What follows belongs to an exercise in optimizing a design on an open flow for small area and a short achievable clock period; a production flow would make more cautious choices. Only simulation tests tie the RTL to the original design; equivalence was not proved.

==> inputs of trial 95 <==
==> flow/design.v (excerpt) <==
module mul(clk,
	   reset,
	   is_signed,
	   is_high,
	   go,
	   src_A,
	   src_B,
	   rob_ptr_in,
	   prf_ptr_in,
	   y,
	   complete,
	   rob_ptr_out,
	   prf_ptr_val_out,
	   prf_ptr_out);
Settings: LEC_CHECK=0, ABC_CLOCK_PERIOD_IN_PS=2500, CAP_MARGIN=20, CORE_MARGIN=2, CORE_UTILIZATION=40, SETUP_SLACK_MARGIN=5, SLEW_MARGIN=20, SYNTH_HIERARCHICAL=1; clock period 8.0 ns.
run.sh (not shown) runs the stock make flow with config.mk's settings and CLKGATE_MAP_FILE= SYNTH_SCRIPT=/design/flow/synth_recipe.tcl, a recipe that flattens the netlist after the stock synthesis.
==> trial 91: changes against trial 95 <==
--- a/flow/design.v
+++ b/flow/design.v
@@ -1970,39 +1970,33 @@
    wire bc1626;
    wire bhs1627;
    wire bhc1628;
    wire bs1629;
    wire bc1630;
+   wire [20:0] lo2;
    logic r2_0_0;
-   logic r2_0_1;
    logic r2_1_0;
    logic r2_2_0;
    logic r2_3_0;
    logic r2_4_0;
    logic r2_5_0;
    logic r2_6_0;
-   logic r2_6_1;
    logic r2_7_0;
    logic r2_8_0;
-   logic r2_8_1;
    logic r2_9_0;
    logic r2_10_0;
-   logic r2_10_1;
    logic r2_11_0;
    logic r2_12_0;
-   logic r2_12_1;
    logic r2_13_0;
    logic r2_14_0;
-   logic r2_14_1;
    logic r2_15_0;
    logic r2_16_0;
-   logic r2_16_1;
    logic r2_17_0;
    logic r2_18_0;
-   logic r2_18_1;
    logic r2_19_0;
    logic r2_20_0;
+   logic r2_20_1;
    logic r2_21_0;
    logic r2_21_1;
    logic r2_22_0;
    logic r2_23_0;
    logic r2_23_1;
@@ -3549,39 +3543,33 @@
    assign bhc1624 = r1_58_0 & r1_58_1;
    fa u_bs1625 (.a(r1_59_0), .b(r1_59_1), .c(r1_59_2), .s(bs1625), .co(bc1626));
    assign bhs1627 = r1_60_0 ^ r1_60_1;
    assign bhc1628 = r1_60_0 & r1_60_1;
    fa u_bs1629 (.a(r1_62_0), .b(r1_62_1), .c(r1_62_2), .s(bs1629), .co(bc1630));
-   always_ff @(posedge clk) r2_0_0 <= r1_0_0;
-   always_ff @(posedge clk) r2_0_1 <= r1_0_1;
-   always_ff @(posedge clk) r2_1_0 <= r1_1_0;
-   always_ff @(posedge clk) r2_2_0 <= r1_2_0;
-   always_ff @(posedge clk) r2_3_0 <= r1_3_0;
-   always_ff @(posedge clk) r2_4_0 <= r1_4_0;
-   always_ff @(posedge clk) r2_5_0 <= bs1341;
-   always_ff @(posedge clk) r2_6_0 <= bhs1343;
-   always_ff @(posedge clk) r2_6_1 <= bc1342;
-   always_ff @(posedge clk) r2_7_0 <= bs1345;
-   always_ff @(posedge clk) r2_8_0 <= bhs1347;
-   always_ff @(posedge clk) r2_8_1 <= bc1346;
-   always_ff @(posedge clk) r2_9_0 <= bs1349;
-   always_ff @(posedge clk) r2_10_0 <= bhs1351;
-   always_ff @(posedge clk) r2_10_1 <= bc1350;
-   always_ff @(posedge clk) r2_11_0 <= bs1353;
-   always_ff @(posedge clk) r2_12_0 <= bhs1355;
-   always_ff @(posedge clk) r2_12_1 <= bc1354;
-   always_ff @(posedge clk) r2_13_0 <= bs1359;
-   always_ff @(posedge clk) r2_14_0 <= bhs1363;
-   always_ff @(posedge clk) r2_14_1 <= bc1360;
-   always_ff @(posedge clk) r2_15_0 <= bs1367;
-   always_ff @(posedge clk) r2_16_0 <= bhs1371;
-   always_ff @(posedge clk) r2_16_1 <= bc1368;
-   always_ff @(posedge clk) r2_17_0 <= bs1375;
-   always_ff @(posedge clk) r2_18_0 <= bhs1379;
-   always_ff @(posedge clk) r2_18_1 <= bc1376;
-   always_ff @(posedge clk) r2_19_0 <= bs1385;
+   assign lo2 = {1'b0, bs1385 , bhs1379 , bs1375 , bhs1371 , bs1367 , bhs1363 , bs1359 , bhs1355 , bs1353 , bhs1351 , bs1349 , bhs1347 , bs1345 , bhs1343 , bs1341 , r1_4_0 , r1_3_0 , r1_2_0 , r1_1_0 , r1_0_0} + {1'b0, 1'b0 , bc1376 , 1'b0 , bc1368 , 1'b0 , bc1360 , 1'b0 , bc1354 , 1'b0 , bc1350 , 1'b0 , bc1346 , 1'b0 , bc1342 , 1'b0 , 1'b0 , 1'b0 , 1'b0 , 1'b0 , r1_0_1};
+   always_ff @(posedge clk) r2_0_0 <= lo2[0];
+   always_ff @(posedge clk) r2_1_0 <= lo2[1];
+   always_ff @(posedge clk) r2_2_0 <= lo2[2];
+   always_ff @(posedge clk) r2_3_0 <= lo2[3];
+   always_ff @(posedge clk) r2_4_0 <= lo2[4];
+   always_ff @(posedge clk) r2_5_0 <= lo2[5];
+   always_ff @(posedge clk) r2_6_0 <= lo2[6];
+   always_ff @(posedge clk) r2_7_0 <= lo2[7];
+   always_ff @(posedge clk) r2_8_0 <= lo2[8];
+   always_ff @(posedge clk) r2_9_0 <= lo2[9];
+   always_ff @(posedge clk) r2_10_0 <= lo2[10];
+   always_ff @(posedge clk) r2_11_0 <= lo2[11];
+   always_ff @(posedge clk) r2_12_0 <= lo2[12];
+   always_ff @(posedge clk) r2_13_0 <= lo2[13];
+   always_ff @(posedge clk) r2_14_0 <= lo2[14];
+   always_ff @(posedge clk) r2_15_0 <= lo2[15];
+   always_ff @(posedge clk) r2_16_0 <= lo2[16];
+   always_ff @(posedge clk) r2_17_0 <= lo2[17];
+   always_ff @(posedge clk) r2_18_0 <= lo2[18];
+   always_ff @(posedge clk) r2_19_0 <= lo2[19];
    always_ff @(posedge clk) r2_20_0 <= bs1391;
+   always_ff @(posedge clk) r2_20_1 <= lo2[20];
    always_ff @(posedge clk) r2_21_0 <= bhs1397;
    always_ff @(posedge clk) r2_21_1 <= bc1392;
    always_ff @(posedge clk) r2_22_0 <= bs1403;
    always_ff @(posedge clk) r2_23_0 <= bhs1409;
    always_ff @(posedge clk) r2_23_1 <= bc1404;
@@ -3655,9 +3643,9 @@
    always_ff @(posedge clk) r2_61_1 <= bhc1628;
    always_ff @(posedge clk) r2_62_0 <= bs1629;
    always_ff @(posedge clk) r2_63_0 <= r1_63_0;
    always_ff @(posedge clk) r2_63_1 <= bc1630;
    wire [63:0] f0 = {r2_63_0, r2_62_0, r2_61_0, r2_60_0, r2_59_0, r2_58_0, r2_57_0, r2_56_0, r2_55_0, r2_54_0, r2_53_0, r2_52_0, r2_51_0, r2_50_0, r2_49_0, r2_48_0, r2_47_0, r2_46_0, r2_45_0, r2_44_0, r2_43_0, r2_42_0, r2_41_0, r2_40_0, r2_39_0, r2_38_0, r2_37_0, r2_36_0, r2_35_0, r2_34_0, r2_33_0, r2_32_0, r2_31_0, r2_30_0, r2_29_0, r2_28_0, r2_27_0, r2_26_0, r2_25_0, r2_24_0, r2_23_0, r2_22_0, r2_21_0, r2_20_0, r2_19_0, r2_18_0, r2_17_0, r2_16_0, r2_15_0, r2_14_0, r2_13_0, r2_12_0, r2_11_0, r2_10_0, r2_9_0, r2_8_0, r2_7_0, r2_6_0, r2_5_0, r2_4_0, r2_3_0, r2_2_0, r2_1_0, r2_0_0};
-   wire [63:0] f1 = {r2_63_1, 1'b0, r2_61_1, r2_60_1, r2_59_1, r2_58_1, r2_57_1, r2_56_1, r2_55_1, r2_54_1, r2_53_1, r2_52_1, r2_51_1, r2_50_1, r2_49_1, 1'b0, r2_47_1, 1'b0, r2_45_1, 1'b0, r2_43_1, r2_42_1, r2_41_1, r2_40_1, r2_39_1, r2_38_1, r2_37_1, r2_36_1, r2_35_1, r2_34_1, r2_33_1, 1'b0, r2_31_1, 1'b0, r2_29_1, 1'b0, r2_27_1, 1'b0, r2_25_1, 1'b0, r2_23_1, 1'b0, r2_21_1, 1'b0, 1'b0, r2_18_1, 1'b0, r2_16_1, 1'b0, r2_14_1, 1'b0, r2_12_1, 1'b0, r2_10_1, 1'b0, r2_8_1, 1'b0, r2_6_1, 1'b0, 1'b0, 1'b0, 1'b0, 1'b0, r2_0_1};
+   wire [63:0] f1 = {r2_63_1, 1'b0, r2_61_1, r2_60_1, r2_59_1, r2_58_1, r2_57_1, r2_56_1, r2_55_1, r2_54_1, r2_53_1, r2_52_1, r2_51_1, r2_50_1, r2_49_1, 1'b0, r2_47_1, 1'b0, r2_45_1, 1'b0, r2_43_1, r2_42_1, r2_41_1, r2_40_1, r2_39_1, r2_38_1, r2_37_1, r2_36_1, r2_35_1, r2_34_1, r2_33_1, 1'b0, r2_31_1, 1'b0, r2_29_1, 1'b0, r2_27_1, 1'b0, r2_25_1, 1'b0, r2_23_1, 1'b0, r2_21_1, r2_20_1, 1'b0, 1'b0, 1'b0, 1'b0, 1'b0, 1'b0, 1'b0, 1'b0, 1'b0, 1'b0, 1'b0, 1'b0, 1'b0, 1'b0, 1'b0, 1'b0, 1'b0, 1'b0, 1'b0, 1'b0};
    wire [63:0] prod = f0 + f1;
    always_ff @(posedge clk) r3_y <= r2_hi ? {32'd0, prod[63:32]} : prod;
 endmodule
==> flow/flow/run.sh (new file) <==
#!/bin/bash
# The standard layout (standard.sh: unchanged synthesis, floorplan, power grid, tap
# cells, placement, CTS and routing) with two changes to how it is made:
#  - the port buffers that placement inserts on every input and output are plain buf_2
#    cells instead of the default delay-buffer cell;
#  - timing repair aims 5.1 ns below the fixed 8 ns clock period (setup margin).
set -euo pipefail
bash standard.sh "BUFFER_PORTS_ARGS=-buffer_cell sky130_fd_sc_hd__buf_2" "SETUP_SLACK_MARGIN=5.1" finish > standard.log 2>&1
==> flow/standard.sh (new file) <==
#!/bin/bash
# synth_recipe.tcl (not shown) runs the flow's synth.tcl, then flattens the netlist and writes it again
# the make line also repeats each setting of config.mk as NAME=value (left out here)
make -C /OpenROAD-flow-scripts/flow DESIGN_CONFIG=/design/flow/config.mk WORK_HOME=/design/flow/orfs CLKGATE_MAP_FILE= SYNTH_SCRIPT=/design/flow/synth_recipe.tcl "${@:-finish}"
Settings changed: ABC_CLOCK_PERIOD_IN_PS 2500 to unset, CORE_UTILIZATION 40 to 68, CTS_CLUSTER_DIAMETER set to 60, CTS_CLUSTER_SIZE set to 24, SETUP_SLACK_MARGIN 5 to unset.
removed: flow/run.sh
==> trial 78: changes against trial 95 <==
==> flow/flow/run.sh (new file) <==
#!/bin/bash
# The standard layout (standard.sh: unchanged synthesis, floorplan, power grid, tap
# cells, placement, CTS and routing) with two changes to how it is made:
#  - the port buffers that placement inserts on every input and output are plain buf_2
#    cells instead of the default delay-buffer cell;
#  - timing repair aims 5.2 ns below the fixed 8 ns clock period (setup margin).
set -euo pipefail
bash standard.sh "BUFFER_PORTS_ARGS=-buffer_cell sky130_fd_sc_hd__buf_2" "SETUP_SLACK_MARGIN=5.2" finish > standard.log 2>&1
==> flow/standard.sh (new file) <==
#!/bin/bash
# synth_recipe.tcl (not shown) runs the flow's synth.tcl, then flattens the netlist and writes it again
# the make line also repeats each setting of config.mk as NAME=value (left out here)
make -C /OpenROAD-flow-scripts/flow DESIGN_CONFIG=/design/flow/config.mk WORK_HOME=/design/flow/orfs CLKGATE_MAP_FILE= SYNTH_SCRIPT=/design/flow/synth_recipe.tcl "${@:-finish}"
Settings changed: ABC_CLOCK_PERIOD_IN_PS 2500 to unset, CORE_UTILIZATION 40 to 55, CTS_CLUSTER_DIAMETER set to 60, CTS_CLUSTER_SIZE set to 24, SETUP_SLACK_MARGIN 5 to unset.
removed: flow/run.sh
==> flow_summary.toml <==
[pwr]
p_clk_w = 0.00238
power_w = 0.0182

[timing]
post-route-min-period_ps = 2840

[status]
outcome = "finished clean"

[cells_and_area]
mostFrequentLayoutCells = "xnor2_1, a22oi_1, fa_1"
nNetsFinal = 3868

[worst_setup_path]
path_depth = 6

[global_route]
antenna_found_initial = 9
[end of results for trial 78]
==> flow_summary.toml <==
[status]
outcome = "finished clean"

[timing]
post-route-min-period_ps = 2890

[cells_and_area]
nNetsFinal = 3673

[global_route]
antenna_found_initial = 10

[pwr]
p_clk_w = 0.00231
[end of results for trial 91]
==> flow_summary.toml <==
[status]
outcome = "finished clean"

[global_route]
antenna_found_initial = 8

[cells_and_area]
mostFrequentLayoutCells = "xnor2_1, a22oi_1, fa_1"
nNetsFinal = 3784

[pwr]
power_w = 0.0185
p_clk_w = 0.00301

[worst_setup_path]
path_depth = 1

[detailed_routing]
wl_um = 124000
[end of results for trial 95]

## what the ideal ports hide
In the flow no input, the clock included, has a driving cell. The finished layouts below were timed again as built, in two steps.
Step 1: set_driving_cell puts a clkbuf_16 on clk and a buf_2 on each other input, an assumption about the parent block.
Step 2 moves the port delays by t, midway between the first and last clock arrival at a register: inputs arrive t later, outputs are due t later. That takes back most of the time a late clock gives input paths.
Slacks: ideal ports / drivers / drivers and shift; pairs: ideal ports / drivers.
run	t (ns)	slack for setup (ns)	hold WS [ns]	worst setup path after step 2	worst register clock-pin slew, ns
trial 95	0.714	5.032 / 4.962 / 4.965	0.326 / 0.326 / 0.326	input to register	0.07 / 0.07
trial 91	0.681	5.112 / 5.101 / 5.112	0.329 / 0.329 / 0.329	register to register	0.09 / 0.09
trial 78	0.669	5.158 / 5.158 / 5.158	0.319 / 0.319 / 0.319	register to register	0.09 / 0.09
After both steps every run listed still meets setup and hold. For trial 95, which loses most, drivers alone change the setup slack by -0.070 ns; drivers and shift together by -0.067 ns.
